This design comes from an exercise in tuning for small area on the open sky130 flow, not from production work.
In this exercise RTL edits were held to simulation tests only and were not proved equivalent to the original.
In every run shown here, the design's own scripts or RTL, not TritonCTS, make the clock network.
The clock input has no modelled driver; a real chip could not lean on it and would need a root buffer or a full tree.
Power is estimated from default activity; no workload was simulated.

**design/flow/design.v**
```verilog
module I2S_DAC(
   input  clk50M,
   input  rst_n,
   input  Key,
   input  mic_sd,
   output mic_sck,
   output mic_ws,
   output led,
   output mic_out
);
   reg [11:0] c;
   reg [2:0]  m;
   reg        ws;
   wire [12:0] c_cy = {c & c_cy[11:0], 1'b1};
   wire tog = (c[6:0] == 7'd127) && (m == 3'b100);
   always @(posedge clk50M or negedge rst_n)
      if (!rst_n) begin
         c  <= 12'd0;
         m  <= 3'b000;
         ws <= 1'b0;
      end
      else begin
         c  <= c ^ c_cy[11:0];
         m  <= {m[1:0], ~(m[2] ^ m[1])};
         ws <= ws ^ tog;
      end
   assign mic_ws = ws;
   wire sck_tog = c[0] && (m == 3'b100);
   reg  sck;
   always @(posedge clk50M or negedge rst_n)
      if (!rst_n)
         sck <= 1'b0;
      else
         sck <= sck ^ sck_tog;
   assign mic_sck = sck;
   wire sh_evt = sck_tog && !sck;
   wire w_set  = sh_evt && (c[7:2] == 6'b110111);
   wire cap    = (c[7:0] == 8'd46) && (m == 3'b000);
   reg w;
   always @(posedge clk50M)
      w <= w_set | (w & ~tog);
   reg [11:0] s;
   always @(posedge clk50M)
      if (sh_evt && !w)
         s <= {s[10:0], mic_sd};
   reg        led_r;
   reg [11:0] pn;
   always @(posedge clk50M)
      if (!led_r)
         pn <= 12'hfff;
      else if (cap)
         pn <= ~s;
   wire [11:0] qn = pn ^ 12'h800;
   wire [12:0] nlt;
   assign nlt[0] = 1'b1;
   genvar i;
   generate for (i = 0; i < 12; i = i + 1) begin : g_cmp
      assign nlt[i+1] = (qn[i] & c[i]) | (nlt[i] & (qn[i] | c[i]));
   end endgenerate
   assign mic_out = ~nlt[12] | (qn == 12'hfff);
   reg [1:0] k;
   reg [1:0] r;
   always @(posedge clk50M) begin
      k <= {k[0], Key};
      r <= {r[0], k[1]};
   end
   wire pedge = ~r[1] &  r[0];
   wire nedge =  r[1] & ~r[0];
   reg [1:0]  st;
   localparam [19:0] INV = 20'haaaaa;
   reg  [19:0] y;
   wire [19:0] cnt = y ^ INV;
   wire done = (cnt == 20'hc3af5);    
   wire run  = st[0] & (st[1] ? (done | ~nedge) : (~done & ~pedge));
   wire flag = (st == 2'd0) & cnt[1];
   always @(posedge clk50M or negedge rst_n)
      if (!rst_n)
         st <= 2'd0;
      else
         case (st)
            2'd0: st <= nedge ? 2'd1 : 2'd0;
            2'd1: st <= done ? 2'd2 : 2'd1;
            2'd2: st <= pedge ? 2'd3 : 2'd2;
            2'd3: st <= done ? 2'd0 : (nedge ? 2'd2 : 2'd3);
         endcase
   always @(posedge clk50M) begin
      y    <= (run ? {cnt[18:0], ~(cnt[19] ^ cnt[16])} : 20'd0) ^ INV;
   end
   always @(posedge clk50M or negedge rst_n)
      if (!rst_n)
         led_r <= 1'b0;
      else if (flag)
         led_r <= ~led_r;
   assign led = led_r;
endmodule
```
**design/flow/flow/run.sh**
```bash
#!/bin/bash
set -euo pipefail
W=$PWD
F=$W/flow
{ printf 'proc abc {args} {\n  set i [lsearch -exact $args -script]\n  lset args [expr {$i + 1}] %s\n  set i [lsearch -exact $args -D]\n  if {$i >= 0} { set args [lreplace $args $i [expr {$i + 1}]] }\n  yosys abc {*}$args\n}\n' "$F/area.abc"
  cat "$W/synth_recipe.tcl"; } > "$W/synth_area.tcl"
make -C "$FLOW_HOME" DESIGN_CONFIG="$W/config.mk" WORK_HOME="$W/orfs" CLKGATE_MAP_FILE= \
  SYNTH_SCRIPT="$W/synth_area.tcl" synth > "$W/synth.log" 2>&1
export BUFFER_PORTS_ARGS="-buffer_cell sky130_fd_sc_hd__buf_1"
export PRE_CTS_TCL="$F/cts_manual.tcl"
export CLK_NBUF=${CLK_NBUF:-4}
export CLK_BUF=${CLK_BUF:-sky130_fd_sc_hd__clkbuf_8}
bash "$W/standard.sh" > "$W/layout.log" 2>&1
```
**design/flow/flow/area.abc**
```
strash
&get -n
&st
&deepsyn -T 60 -S 7
&dch -f
&nf -p -R 1000
&put
topo
```
**design/flow/flow/cts_manual.tcl**
```tcl
# Sourced before CTS (PRE_CTS_TCL). It replaces clock_tree_synthesis with a flat clock tree:
# the clock port drives CLK_NBUF buffers of type CLK_BUF, and each buffer drives the clock pins
# of one group of registers (k-means on their placed locations), placed at the group's centre.
# Every register gets the clock through exactly one buffer, so the clock reaches all registers
# through the same kind of path.
proc clock_tree_synthesis { args } {
  set nbuf $::env(CLK_NBUF)
  set block [ord::get_db_block]
  set db [ord::get_db]
  set master [$db findMaster $::env(CLK_BUF)]
  set port [$block findBTerm clk50M]
  set clk [$port getNet]
  set sinks {}
  foreach it [$clk getITerms] {
    set loc [[$it getInst] getLocation]
    lappend sinks [list $it [lindex $loc 0] [lindex $loc 1]]
  }
  set n [llength $sinks]
  puts "manual cts: $n sinks, $nbuf buffers of $::env(CLK_BUF)"
  # initial centres: sinks sorted by x, split evenly
  set sorted [lsort -integer -index 1 $sinks]
  set centres {}
  for {set k 0} {$k < $nbuf} {incr k} {
    set s [lindex $sorted [expr {int(($k + 0.5) * $n / $nbuf)}]]
    lappend centres [list [lindex $s 1] [lindex $s 2]]
  }
  for {set iter 0} {$iter < 20} {incr iter} {
    set sx [lrepeat $nbuf 0.0]; set sy [lrepeat $nbuf 0.0]; set cnt [lrepeat $nbuf 0]
    set assign {}
    foreach s $sinks {
      set best 0; set bd 1e30
      for {set k 0} {$k < $nbuf} {incr k} {
        set c [lindex $centres $k]
        set d [expr {abs([lindex $s 1] - [lindex $c 0]) + abs([lindex $s 2] - [lindex $c 1])}]
        if {$d < $bd} { set bd $d; set best $k }
      }
      lappend assign $best
      lset sx $best [expr {[lindex $sx $best] + [lindex $s 1]}]
      lset sy $best [expr {[lindex $sy $best] + [lindex $s 2]}]
      lset cnt $best [expr {[lindex $cnt $best] + 1}]
    }
    for {set k 0} {$k < $nbuf} {incr k} {
      if {[lindex $cnt $k] > 0} {
        lset centres $k [list [expr {int([lindex $sx $k] / [lindex $cnt $k])}] [expr {int([lindex $sy $k] / [lindex $cnt $k])}]]
      }
    }
  }
  $clk setSigType CLOCK
  for {set k 0} {$k < $nbuf} {incr k} {
    set inst [odb::dbInst_create $block $master "clkbuf_manual_$k"]
    set net [odb::dbNet_create $block "clknet_manual_$k"]
    $net setSigType CLOCK
    [$inst findITerm A] connect $clk
    [$inst findITerm X] connect $net
    set c [lindex $centres $k]
    $inst setLocation [lindex $c 0] [lindex $c 1]
    $inst setPlacementStatus PLACED
    set members 0
    foreach s $sinks a $assign {
      if {$a == $k} {
        set it [lindex $s 0]
        $it disconnect
        $it connect $net
        incr members
      }
    }
    puts "manual cts: buffer $k at $c drives $members sinks"
  }
  set_propagated_clock [all_clocks]
}
```
**design/flow/standard.sh**
```bash
#!/bin/bash
# synth_recipe.tcl (not shown) runs the flow's synth.tcl, then flattens the netlist and writes it again
# the make line also repeats each setting of config.mk as NAME=value (left out here)
make -C /OpenROAD-flow-scripts/flow DESIGN_CONFIG=/design/flow/config.mk WORK_HOME=/design/flow/orfs CLKGATE_MAP_FILE= SYNTH_SCRIPT=/design/flow/synth_recipe.tcl "${@:-finish}"
```
**design/flow/config.mk**
```make
export PLATFORM = sky130hd
export DESIGN_NAME = I2S_DAC
export DESIGN_NICKNAME = I2S_DAC
export VERILOG_FILES = /design/flow/design.v
export SDC_FILE = /design/flow/constraint.sdc
export NUM_CORES = 4
export LEC_CHECK = 0
export ABC_AREA = 1
export CAP_MARGIN = 20
export CORE_MARGIN = 2
export CORE_UTILIZATION = 40
export SLEW_MARGIN = 20
```
**design/flow/constraint.sdc**
```tcl
create_clock -name core_clock -period 20.0 [get_ports {clk50M}]
set_input_delay 4.0000 -clock core_clock [delete_from_list [all_inputs] [get_ports {clk50M}]]
set_output_delay 4.0000 -clock core_clock [all_outputs]
set_load 0.01 [all_outputs]
```
==> flow_summary.ini, run 1 <==
[power]
switching_power_w = 0.00004005
clkPwrFrac_pct = 25.1
power_density_mw_per_mm2 = 81.67
comb_power_share_pct = 3.4
seq_power_share_pct = 71.5
swShare_pct = 19.57
ir_worst_vdd_uv = 56.99
intPower_w = 0.0001646
p_leak_nw = 1.011

[yosys]
synth-edff-count = 12
synth_fa_ha_area_share_pct = 6.441
syn_nets = 204
synth_flop_cell = dfxtp_1
yosysUniqueCellTypes = 29
synth_xor_xnor_area_share_pct = 1.879
synth_compound_area_share_pct = 9.286
synthMuxAreaShare_pct = 0
synth_top_cell_area_share_pct = 31.78
syn_area_mm2 = 0.002331
synthSimpleGateAreaFrac_pct = 12.88
yosys.area.top_type = dfxtp_1
synth_area_leaders = dfxtp_1 (32%), dfrtp_1 (21%), edfxtp_1 (15%), ha_1 (6.4%), nor2_1 (4.2%)
postSynthCellCount = 188
synth-seq-cells = 69
synth_top_family_by_area = simple AND/OR/NAND/NOR gates
ys_warn_count = 1
async_reset_ff_share_pct = 28.99
synth_area_per_cell_um2 = 12.40
yosysSeqAreaShare_pct = 68.71

[setup_path]
arrival_ps = 1800
path_buf_inv = 1
cp_cell_sequence = o22ai_1 > o21ai_0 > o221ai_1 > a21oi_1 > a221oi_1 > o21ai_0 > o221ai_1 > a21o_1 > buf_1
worstPathMaxFanout = 5
required_ps = 16000
slowest_delay_ps = 430
cp-end-kind = output port
cp_slowest_cell = dfrtp_1
crit_type = register to output port
start_kind = register
cp_top_family = compound AO/OA/AOI/OAI gates

[global_route]
grt_antenna_before_repair = 0
grtUsageTotal_pct = 12.19
grt_pass1_wl_um = 6472
overflow = 0
top_usage_layer = met2
grtUsageMet1_pct = 17.82
grt_pass1_vias = 1381
met2_usage_pct = 20.17
grtUsageMet3_pct = 1.124
grt_max_degree = 21

[route]
wl_um = 3647
detail_route.first_pass.iterations = 4
drt-initial-drc-count = 73
avgRoutedWirePerCell_um = 13.46
via_count = 1369
vias_per_cell = 5.052
ant_nets = 0
drc_errors = 0

[floorplanning]
core_mm2 = 0.005574
num_rows = 27
start_util_pct = 41.82
top_level_ports = 8
die-height_um = 80.34
die_area_mm2 = 0.006454
die_w_um = 80.34

[sta]
finalHoldViolations = 0
drv_slew = 0
finalClockSkew_ps = 16.64
rsz0062_at_grt = false
relSlewSlack_pct = 43.09
timing.fmax_ghz = 0.1724
worst-slew-pin-transition_ps = 851.9
setup_viol = 0
period_share_pct = 29.01
setup_tns_ps = 0
min_period_ps = 5801

[status]
outcome = finished clean

[cts]
cts_hold_buf = 0
cts.repair.resized = 0
cts_setup_buffers = 0
clk_latency_ps = 160
clk_pin_slew_ps = 100

[cells_and_area]
fin_area_mm2 = 0.002506
syn2layout_area_growth_pct = 7.515
num-nets-final = 217
drive_above_1_share_pct = 3.015
num_antenna_cells = 0

[placement]
postPlaceCellArea_mm2 = 0.002447
place.gp.congestion = 0.7076
portBuffers = 7
hpwl_um = 2654

[run]
cap_violations = 0

[worst_hold_path]
hp-class = register to register
sequential cells by signal, indices dropped and copies added, names as in the netlist:
register,cells
k,2
pn,12
r,2
m,3
sck,1
led_r,1
w,1
ws,1
y,20
st,2
c,12
s,12
cells by family after synthesis:
kind of cell | Yosys count
XOR/XNOR | 5
buffers and inverters | 5
flip-flops | 69
AND/OR/NAND/NOR | 63
adder cells (fa/ha/maj) | 12
AO/OA/AOI/OAI | 34
worst register-to-register path, stage by stage (launching register included):
cell     delay, ps
dfrtp_1        420
ha_1           240
ha_1           190
ha_1           180
ha_1           180
ha_1           180
ha_1           180
ha_1           180
ha_1           180
ha_1           170
ha_1           180
xor2_1         140
final timing paths:
path / cells past startpoint / startpoint / slack [ps] / to
setup / recovery: 9 / c[2]$_DFF_PN0_ / 14200 / mic_out
hold / removal: 0 / k[1]$_DFF_P_ / 340 / r[0]$_DFF_P_
setup reg to reg: 11 / c[0]$_DFF_PN0_ / 17490 / c[11]$_DFF_PN0_
hold reg to reg: 0 / k[1]$_DFF_P_ / 340 / r[0]$_DFF_P_
max in group asynchronous: 1 / rst_n / 15890 / c[1]$_DFF_PN0_
min in group asynchronous: 1 / rst_n / 3770 / c[11]$_DFF_PN0_
cells in the mapped netlist, drive strengths merged (3+ instances only):
| cell | number |
|---|---|
| nand2 | 14 |
| xor2 | 3 |
| o21ai | 5 |
| o221ai | 3 |
| clkinv | 5 |
| nand4 | 8 |
| nor2 | 26 |
| a22oi | 5 |
| a21oi | 13 |
| ha | 12 |
| edfxtp | 12 |
| o22ai | 3 |
| dfrtp | 20 |
| nor2b | 4 |
| dfxtp | 37 |
power groups by stage:
stage | sequential [W] | combinational [W] | clock [W]
2_1_floorplan | 0.000149 | 0.00000394 | 0
3_3_place_gp | 0.000149 | 0.00000699 | 0
4_1_cts | 0.000146 | 0.00000707 | 0.0000534
6_report | 0.000146 | 0.00000689 | 0.0000514
3_5_place_dp | 0.000149 | 0.00000707 | 0
5_1_grt | 0.000147 | 0.00000794 | 0.0000580
final cells by class:
| type | instances | area [µm²] |
|---|---|---|
| fill | 532 | 3068 |
| sequential | 69 | 1602 |
| multi-input combinational | 114 | 713.2 |
| tap | 72 | 90.09 |
| buffer | 4 | 55.05 |
| timing repair buffer | 7 | 27.53 |
| inverter | 5 | 18.77 |
cell usage in the layout (no fill, tap or decap), types with 2 or more instances in the layout:
cell type	instances
a21oi_1	13
a22oi_1	5
buf_1	6
clkbuf_8	4
clkinv_1	5
dfrtp_1	20
dfxtp_1	37
edfxtp_1	12
ha_1	12
nand2_1	14
nand3b_1	2
nand4_1	8
nor2_1	26
nor2b_1	3
nor3_1	2
nor4_1	2
o21ai_0	5
o221ai_1	3
o22ai_1	3
xnor2_1	2
xor2_1	3
layer usage:
metal  wire length [µm]  share of wire [%]
met1               1856                 51
met2               1610                 44
met3                141                3.9
met4                 39                1.1
met5                  0                  0
per-stage QoR:
| stage | power (W) | util (%) | setup slack, ps | instances | hold WS (ps) |
|---|---|---|---|---|---|
| 2_1_floorplan | 0.0001530 | - | 14620 | 188 | 309.6 |
| 3_3_place_gp | 0.0001565 | 43.91 | 14420 | 267 | 314.0 |
| 3_5_place_dp | 0.0001565 | 43.91 | 14370 | 267 | 317.4 |
| 4_1_cts | 0.0002069 | 44.89 | 14180 | 271 | 343.5 |
| 5_1_grt | 0.0002127 | 44.96 | 13960 | 271 | 355.0 |
| 6_report | 0.0002047 | 44.96 | 14200 | 271 | 338.9 |
==> run 2: changes to the inputs <==
--- a/design/flow/design.v
+++ b/design/flow/design.v
@@ -68,11 +68,15 @@
    wire nedge =  r[1] & ~r[0];
    reg [1:0]  st;
    localparam [19:0] INV = 20'haaaaa;
-   reg  [19:0] y;
+   reg  [19:7] y_hi;
+   reg         y_6;
+   reg  [5:0]  y_lo;
+   wire [19:0] y = {y_hi, y_6, y_lo};
    wire [19:0] cnt = y ^ INV;
+   wire [19:0] y_next = (run ? {cnt[18:0], ~(cnt[19] ^ cnt[16])} : 20'd0) ^ INV;
    wire done = (cnt == 20'hc3af5);    
    wire run  = st[0] & (st[1] ? (done | ~nedge) : (~done & ~pedge));
-   wire flag = (st == 2'd0) & cnt[1];
+   wire flag = (st == 2'd0) & cnt[6];
    always @(posedge clk50M or negedge rst_n)
       if (!rst_n)
          st <= 2'd0;
@@ -84,8 +88,14 @@
             2'd3: st <= done ? 2'd0 : (nedge ? 2'd2 : 2'd3);
          endcase
    always @(posedge clk50M) begin
-      y    <= (run ? {cnt[18:0], ~(cnt[19] ^ cnt[16])} : 20'd0) ^ INV;
+      y_hi <= y_next[19:7];
+      y_lo <= y_next[5:0];
    end
+   always @(posedge clk50M or negedge rst_n)
+      if (!rst_n)
+         y_6 <= 1'b0;
+      else
+         y_6 <= y_next[6];
    always @(posedge clk50M or negedge rst_n)
       if (!rst_n)
          led_r <= 1'b0;
==> run 2 against run 1 <==
Net effect:
- still clean
- utilization is 0.29 points higher
- first-iteration DRC count is 41% higher
- clock power hardly changed
- final cell count is 1.1% higher
- fmax is 2.5% lower
- clock skew is 18 ps higher
- critical path type unchanged
- largest cell class unchanged
==> flow_summary.ini, run 2 <==
[yosys]
synth_fa_ha_area_share_pct = 6.414
synth_area_per_cell_um2 = 12.32
yosys.area.top_type = dfxtp_1
ys_warn_count = 1
synth-seq-cells = 69
synth_area_leaders = dfxtp_1 (31%), dfrtp_1 (22%), edfxtp_1 (15%), ha_1 (6.4%), nor2_1 (4.2%)
synth_top_family_by_area = simple AND/OR/NAND/NOR gates
syn_area_mm2 = 0.002341
yosysMostFrequentCell = dfxtp_1
synthMuxAreaShare_pct = 0
yosysSeqAreaShare_pct = 68.63
synth_compound_area_share_pct = 8.926
synth_flop_cell = dfxtp_1
synth-edff-count = 12
synthSimpleGateAreaFrac_pct = 12.99
postSynthCellCount = 190
yosysUniqueCellTypes = 28
synth_xor_xnor_area_share_pct = 2.245
async_reset_ff_share_pct = 30.43
synth_common_cells = dfxtp_1 (36), nor2_1 (26), dfrtp_1 (21)
synth_top_cell_area_share_pct = 30.79
syn_nets = 206

[cells_and_area]
num_antenna_cells = 0
mostFrequentLayoutCells = dfxtp_1 (36), nor2_1 (26), dfrtp_1 (21)
syn2layout_area_growth_pct = 7.750
largest-register = y_hi
layout_commonest_cell = dfxtp_1
drive_above_1_share_pct = 2.970
num-nets-final = 220
largest_reg_flops = 13
finalNonFillerCells = 274

[worst_hold_path]
holdCritStartpoint = k[1]$_DFF_P_
hp-class = register to register
whs_endpoint = r[0]$_DFF_P_
min_path_cells = 0

[setup_path]
arrival_ps = 1950
worstPathMaxFanout = 5
crit_type = register to output port
r2r_cells = 11
r2r_setup_slack_ps = 17460
required_ps = 16000
start_kind = register
r2r_start = c[1]$_DFF_PN0_
cp-end-kind = output port
startpoint = c[2]$_DFF_PN0_
r2r_end = c[11]$_DFF_PN0_

[cts]
cts_setup_buffers = 0
cts.repair.resized = 0
clk_latency_ps = 180
cts_hold_buf = 0
clk_pin_slew_ps = 80

[sta]
timing.fmax_ghz = 0.1681
setup_tns_ps = 0
finalClockSkew_ps = 34.81
drv_slew = 0
finalHoldViolations = 0
worst-slew-pin-transition_ps = 878.1
min_period_ps = 5950
relSlewSlack_pct = 41.46
rsz0062_at_grt = false
period_share_pct = 29.75
setup_viol = 0

[route]
avgRoutedWirePerCell_um = 12.60
detail_route.first_pass.iterations = 4
drc_errors = 0
via_count = 1376
drt-initial-drc-count = 103
ant_nets = 0
wl_um = 3453
vias_per_cell = 5.022

[floorplanning]
die-height_um = 80.50
start_util_pct = 42.00
core_mm2 = 0.005574
die_w_um = 80.50
num_rows = 27
top_level_ports = 8
die_area_mm2 = 0.006480

[placement]
hpwl_um = 2475
place.gp.congestion = 0.7447
dp_cells = 270
portBuffers = 7

[global_route]
grtUsageTotal_pct = 11.32
grt_pass1_wl_um = 6099
grt_antenna_before_repair = 0
grt_max_degree = 24
overflow = 0
grt_pass1_vias = 1308

[power]
p_leak_nw = 0.9917
ir_worst_vdd_uv = 54.69
power_density_mw_per_mm2 = 79.04

[status]
outcome = finished clean

[run]
cap_violations = 0
run 2: metal layers:
| layer | wire length [µm] | GRT usage (%) | vias to the layer above | part of all wire (%) |
|---|---|---|---|---|
| met4 | 74 | 2.203 | 0 | 2.1 |
| met1 | 1869 | 18.06 | 649 | 54 |
| met2 | 1378 | 16.67 | 20 | 40 |
| met3 | 130 | 1.011 | 8 | 3.8 |
| met5 | 0 | 0 | - | 0 |
| li1 | - | - | 699 | - |
run 2: final cells by class:
type	instances	area, µm²
multi-input cells	116	718.2
plain buffers	4	55.05
fillers	534	3052
well taps	72	90.09
flip-flops and latches	69	1607
inverters	5	18.77
repair buffers	8	33.78
run 2: how the worst max path moves through the flow:
| stage | end | slack, ps | cells after the start |
|---|---|---|---|
| after floorplan | mic_out | 14430 | 9 |
| after detailed placement | mic_out | 14220 | 10 |
| after CTS | mic_out | 14030 | 10 |
| after global routing | mic_out | 13810 | 10 |
| final | mic_out | 14050 | 10 |
| after global placement | mic_out | 14210 | 10 |
run 2: power breakdown:
part             total, W  switching [W]  internal [W]
registers        0.000145     0.00000116      0.000144
logic          0.00000336     0.00000224    0.00000112
clock network   0.0000513      0.0000327     0.0000186
total            0.000199      0.0000361      0.000163
run 2: cells by family after synthesis:
group / after synthesis
flip-flops: 69
adder cells (fa/ha/maj): 12
AO/OA/AOI/OAI: 33
buffers and inverters: 5
XOR/XNOR: 6
AND/OR/NAND/NOR: 65
run 2: stage by stage:
stage	hold slack (ps)	power, W	cell area, µm²	util, %	setup slack (ps)
after floorplan	309.6	0.0001493	2341	-	14430
after global placement	311.9	0.0001512	2465	44.22	14210
after detailed placement	314.3	0.0001513	2465	44.22	14220
after CTS	338.9	0.0002013	2520	45.21	14030
after global routing	343.4	0.0002074	2522	45.25	13810
final	334.9	0.0001994	2522	45.25	14050
run 2: critical path: stages, from the launching register on:
cell      delay, ps
dfrtp_1         430
a22oi_1         200
a21oi_1          90
a221o_1         250
o21ai_0          70
a21oi_1          90
a221oi_1        200
o21ai_0         130
o221ai_1         80
a21o_1          140
buf_1           140
==> run 3: changes to the inputs <==
--- a/design/flow/flow/cts_manual.tcl
+++ b/design/flow/flow/cts_manual.tcl
@@ -1,6 +1,7 @@
 # Sourced before CTS (PRE_CTS_TCL). It replaces clock_tree_synthesis with a flat clock tree:
 # the clock port drives CLK_NBUF buffers of type CLK_BUF, and each buffer drives the clock pins
-# of one group of registers (k-means on their placed locations), placed at the group's centre.
+# of one group of registers (k-means on their placed locations, with groups of equal size),
+# placed at the group's centre.
 # Every register gets the clock through exactly one buffer, so the clock reaches all registers
 # through the same kind of path.
 proc clock_tree_synthesis { args } {
@@ -24,20 +25,30 @@
     set s [lindex $sorted [expr {int(($k + 0.5) * $n / $nbuf)}]]
     lappend centres [list [lindex $s 1] [lindex $s 2]]
   }
+  # balanced k-means: each group holds at most cap registers
+  set cap [expr {($n + $nbuf - 1) / $nbuf}]
   for {set iter 0} {$iter < 20} {incr iter} {
-    set sx [lrepeat $nbuf 0.0]; set sy [lrepeat $nbuf 0.0]; set cnt [lrepeat $nbuf 0]
-    set assign {}
-    foreach s $sinks {
-      set best 0; set bd 1e30
+    set pairs {}
+    for {set j 0} {$j < $n} {incr j} {
+      set s [lindex $sinks $j]
       for {set k 0} {$k < $nbuf} {incr k} {
         set c [lindex $centres $k]
-        set d [expr {abs([lindex $s 1] - [lindex $c 0]) + abs([lindex $s 2] - [lindex $c 1])}]
-        if {$d < $bd} { set bd $d; set best $k }
+        lappend pairs [list [expr {abs([lindex $s 1] - [lindex $c 0]) + abs([lindex $s 2] - [lindex $c 1])}] $j $k]
       }
-      lappend assign $best
-      lset sx $best [expr {[lindex $sx $best] + [lindex $s 1]}]
-      lset sy $best [expr {[lindex $sy $best] + [lindex $s 2]}]
-      lset cnt $best [expr {[lindex $cnt $best] + 1}]
+    }
+    set assign [lrepeat $n -1]
+    set cnt [lrepeat $nbuf 0]
+    foreach pr [lsort -integer -index 0 $pairs] {
+      lassign $pr d j k
+      if {[lindex $assign $j] < 0 && [lindex $cnt $k] < $cap} {
+        lset assign $j $k
+        lset cnt $k [expr {[lindex $cnt $k] + 1}]
+      }
+    }
+    set sx [lrepeat $nbuf 0.0]; set sy [lrepeat $nbuf 0.0]
+    foreach s $sinks a $assign {
+      lset sx $a [expr {[lindex $sx $a] + [lindex $s 1]}]
+      lset sy $a [expr {[lindex $sy $a] + [lindex $s 2]}]
     }
     for {set k 0} {$k < $nbuf} {incr k} {
       if {[lindex $cnt $k] > 0} {
==> run 3 against run 2 <==
Net effect:
- via count increased by 0.51%
- sequential share of layout area is the same
- clock skew down 26 ps
- area after synthesis did not move
- first-iteration DRC count decreased by 22%
- critical path depth stayed put
- die area did not move
- critical path type unchanged
- fmax shrank 0.48%
- still clean
==> flow_summary.ini, run 3 <==
[sta]
finalHoldViolations = 0
relSlewSlack_pct = 45.57
finalClockSkew_ps = 8.540
setup_viol = 0
setup_tns_ps = 0
worst-slew-pin-transition_ps = 816.5
timing.fmax_ghz = 0.1673
period_share_pct = 29.89
rsz0062_at_grt = false
drv_slew = 0
min_period_ps = 5979

[yosys]
yosysUniqueCellTypes = 28
yosys.area.top_type = dfxtp_1
synth_common_cells = dfxtp_1 (36), nor2_1 (26), dfrtp_1 (21)
ys_warn_count = 1
yosysSeqAreaShare_pct = 68.63
syn_nets = 206
synth-seq-cells = 69
synth-edff-count = 12
yosysMostFrequentCell = dfxtp_1
synth_top_cell_area_share_pct = 30.79
synth_flop_cell = dfxtp_1
async_reset_ff_share_pct = 30.43
postSynthCellCount = 190
synth_area_leaders = dfxtp_1 (31%), dfrtp_1 (22%), edfxtp_1 (15%), ha_1 (6.4%), nor2_1 (4.2%)
synth_area_per_cell_um2 = 12.32
syn_area_mm2 = 0.002341

[cells_and_area]
multi_input_area_um2 = 718.2
regArea_mm2 = 0.001607
largest-register = y_hi
syn2layout_area_growth_pct = 7.750
drive_above_1_share_pct = 2.970
finalNonFillerCells = 274
layout_commonest_cell = dfxtp_1
mostFrequentLayoutCells = dfxtp_1 (36), nor2_1 (26), dfrtp_1 (21)
num_antenna_cells = 0
num-nets-final = 220
fin_util_pct = 45.25
largest_reg_flops = 13
fill_cells = 532

[global_route]
grt_antenna_before_repair = 0
grtUsageTotal_pct = 11.44
grt_max_degree = 22
overflow = 0
top_usage_layer = met1
grt_pass1_wl_um = 6154
grtUsageMet3_pct = 1.124
grtUsageMet1_pct = 17.70
met2_usage_pct = 17.58
grt_pass1_vias = 1314

[floorplanning]
die-height_um = 80.50
top_level_ports = 8
start_util_pct = 42.00
die_area_mm2 = 0.006480
core_mm2 = 0.005574
num_rows = 27
die_w_um = 80.50

[power]
ir_worst_vdd_uv = 60.21
p_leak_nw = 0.9917
power_density_mw_per_mm2 = 79.44

[route]
vias_per_cell = 5.047
drc_errors = 0
drt-initial-drc-count = 80
wl_um = 3476
via_count = 1383
ant_nets = 0
avgRoutedWirePerCell_um = 12.69
detail_route.first_pass.iterations = 4

[cts]
clk_pin_slew_ps = 100
clk_latency_ps = 160
cts.repair.resized = 0
cts_hold_buf = 0
cts_setup_buffers = 0

[status]
outcome = finished clean

[placement]
place.gp.congestion = 0.7447
portBuffers = 7
hpwl_um = 2475
dp_cells = 270

[setup_path]
cp-end-kind = output port
crit_type = register to output port
required_ps = 16000
worstPathMaxFanout = 5
arrival_ps = 1980
start_kind = register

[worst_hold_path]
hp-class = register to register

[run]
cap_violations = 0
-- run 3: cell counts after synthesis --
No cell type changed its count.
-- run 3: critical path, stage by stage, from the launching register on --
cell and delay, ps:
dfrtp_1 430, a22oi_1 200, a21oi_1 90, a221o_1 250
o21ai_0 70, a21oi_1 90, a221oi_1 200, o21ai_0 130
o221ai_1 80, a21o_1 140, buf_1 140
-- run 3: cell families after synthesis --
| group | after synthesis | share of synthesized area (%) |
|---|---|---|
| xor+xnor | 6 | 2.245 |
| simple gates | 65 | 12.99 |
| compound gates | 33 | 8.926 |
| buf+inv | 5 | 0.8018 |
| fa+ha+maj | 12 | 6.414 |
| flops | 69 | 68.63 |
-- run 3: area by class of cell --
class                           count  share of cell area (%)
Buffer                              4                   2.183
Sequential cell                    69                   63.69
Timing Repair Buffer                8                   1.339
Multi-Input combinational cell    116                   28.47
Tap cell                           72                   3.571
Inverter                            5                  0.7440
-- run 3: metal layers --
metal  share of wire (%)  up-vias
met5                   0        -
met4                 1.6        0
met3                 3.4        6
met2                  42       17
met1                  53      661
li1                    -      699
-- run 3: through the flow --
| stage | hold WS, ps | total power [W] | setup WS, ps | cell area (µm²) |
|---|---|---|---|---|
| after global routing | 347.9 | 0.0002083 | 13790 | 2522 |
| after floorplan | 309.6 | 0.0001493 | 14430 | 2341 |
| final | 340.2 | 0.0002004 | 14020 | 2522 |
| after CTS | 344.9 | 0.0002031 | 14000 | 2520 |
| after detailed placement | 314.3 | 0.0001513 | 14220 | 2465 |
| after global placement | 311.9 | 0.0001512 | 14210 | 2465 |
-- run 3: path summary, 6_finish.rpt --
path	to	cells past startpoint	slack (ps)	startpoint
min	r[0]$_DFF_P_	0	340	k[1]$_DFF_P_
max reg2reg	c[11]$_DFF_PN0_	11	17470	c[0]$_DFF_PN0_
max	mic_out	10	14020	c[2]$_DFF_PN0_
min in group asynchronous	c[6]$_DFF_PN0_	2	3790	rst_n
min reg2reg	r[0]$_DFF_P_	0	340	k[1]$_DFF_P_
max in group asynchronous	sck$_DFF_PN0_	2	15990	rst_n
-- run 3: where the power goes --
part	total, W	switching (W)	internal [W]
Sequential	0.000145	0.00000116	0.000144
Clock	0.0000523	0.0000337	0.0000186
Combinational	0.00000337	0.00000225	0.00000112

port drivers added, routing unchanged:
The results above use ideal ports. As a check the final layouts listed here were re-extracted and re-timed, cells and wires unchanged. Step 1: set_driving_cell puts a clkbuf_16 on clk50M and a buf_2 on each other input, an assumption about the parent block. Step 2 times the ports against the registers' clock, not the clock port: input delays grow and output delays shrink by t, the midpoint of the rising clock arrivals with the driver on. Three values: ideal ports, drivers, drivers and shift; two values: the first two.
run | t, ns | setup WS [ns] | worst hold slack (ns)
run 1 | 0.207 | 14.199 / 14.147 / 14.354 | 0.339 / 0.339 / 0.339
run 2 | 0.212 | 14.050 / 13.996 / 14.208 | 0.335 / 0.335 / 0.335
run 3 | 0.208 | 14.021 / 13.970 / 14.178 | 0.340 / 0.340 / 0.340
After both steps setup and hold are still met in every run listed.
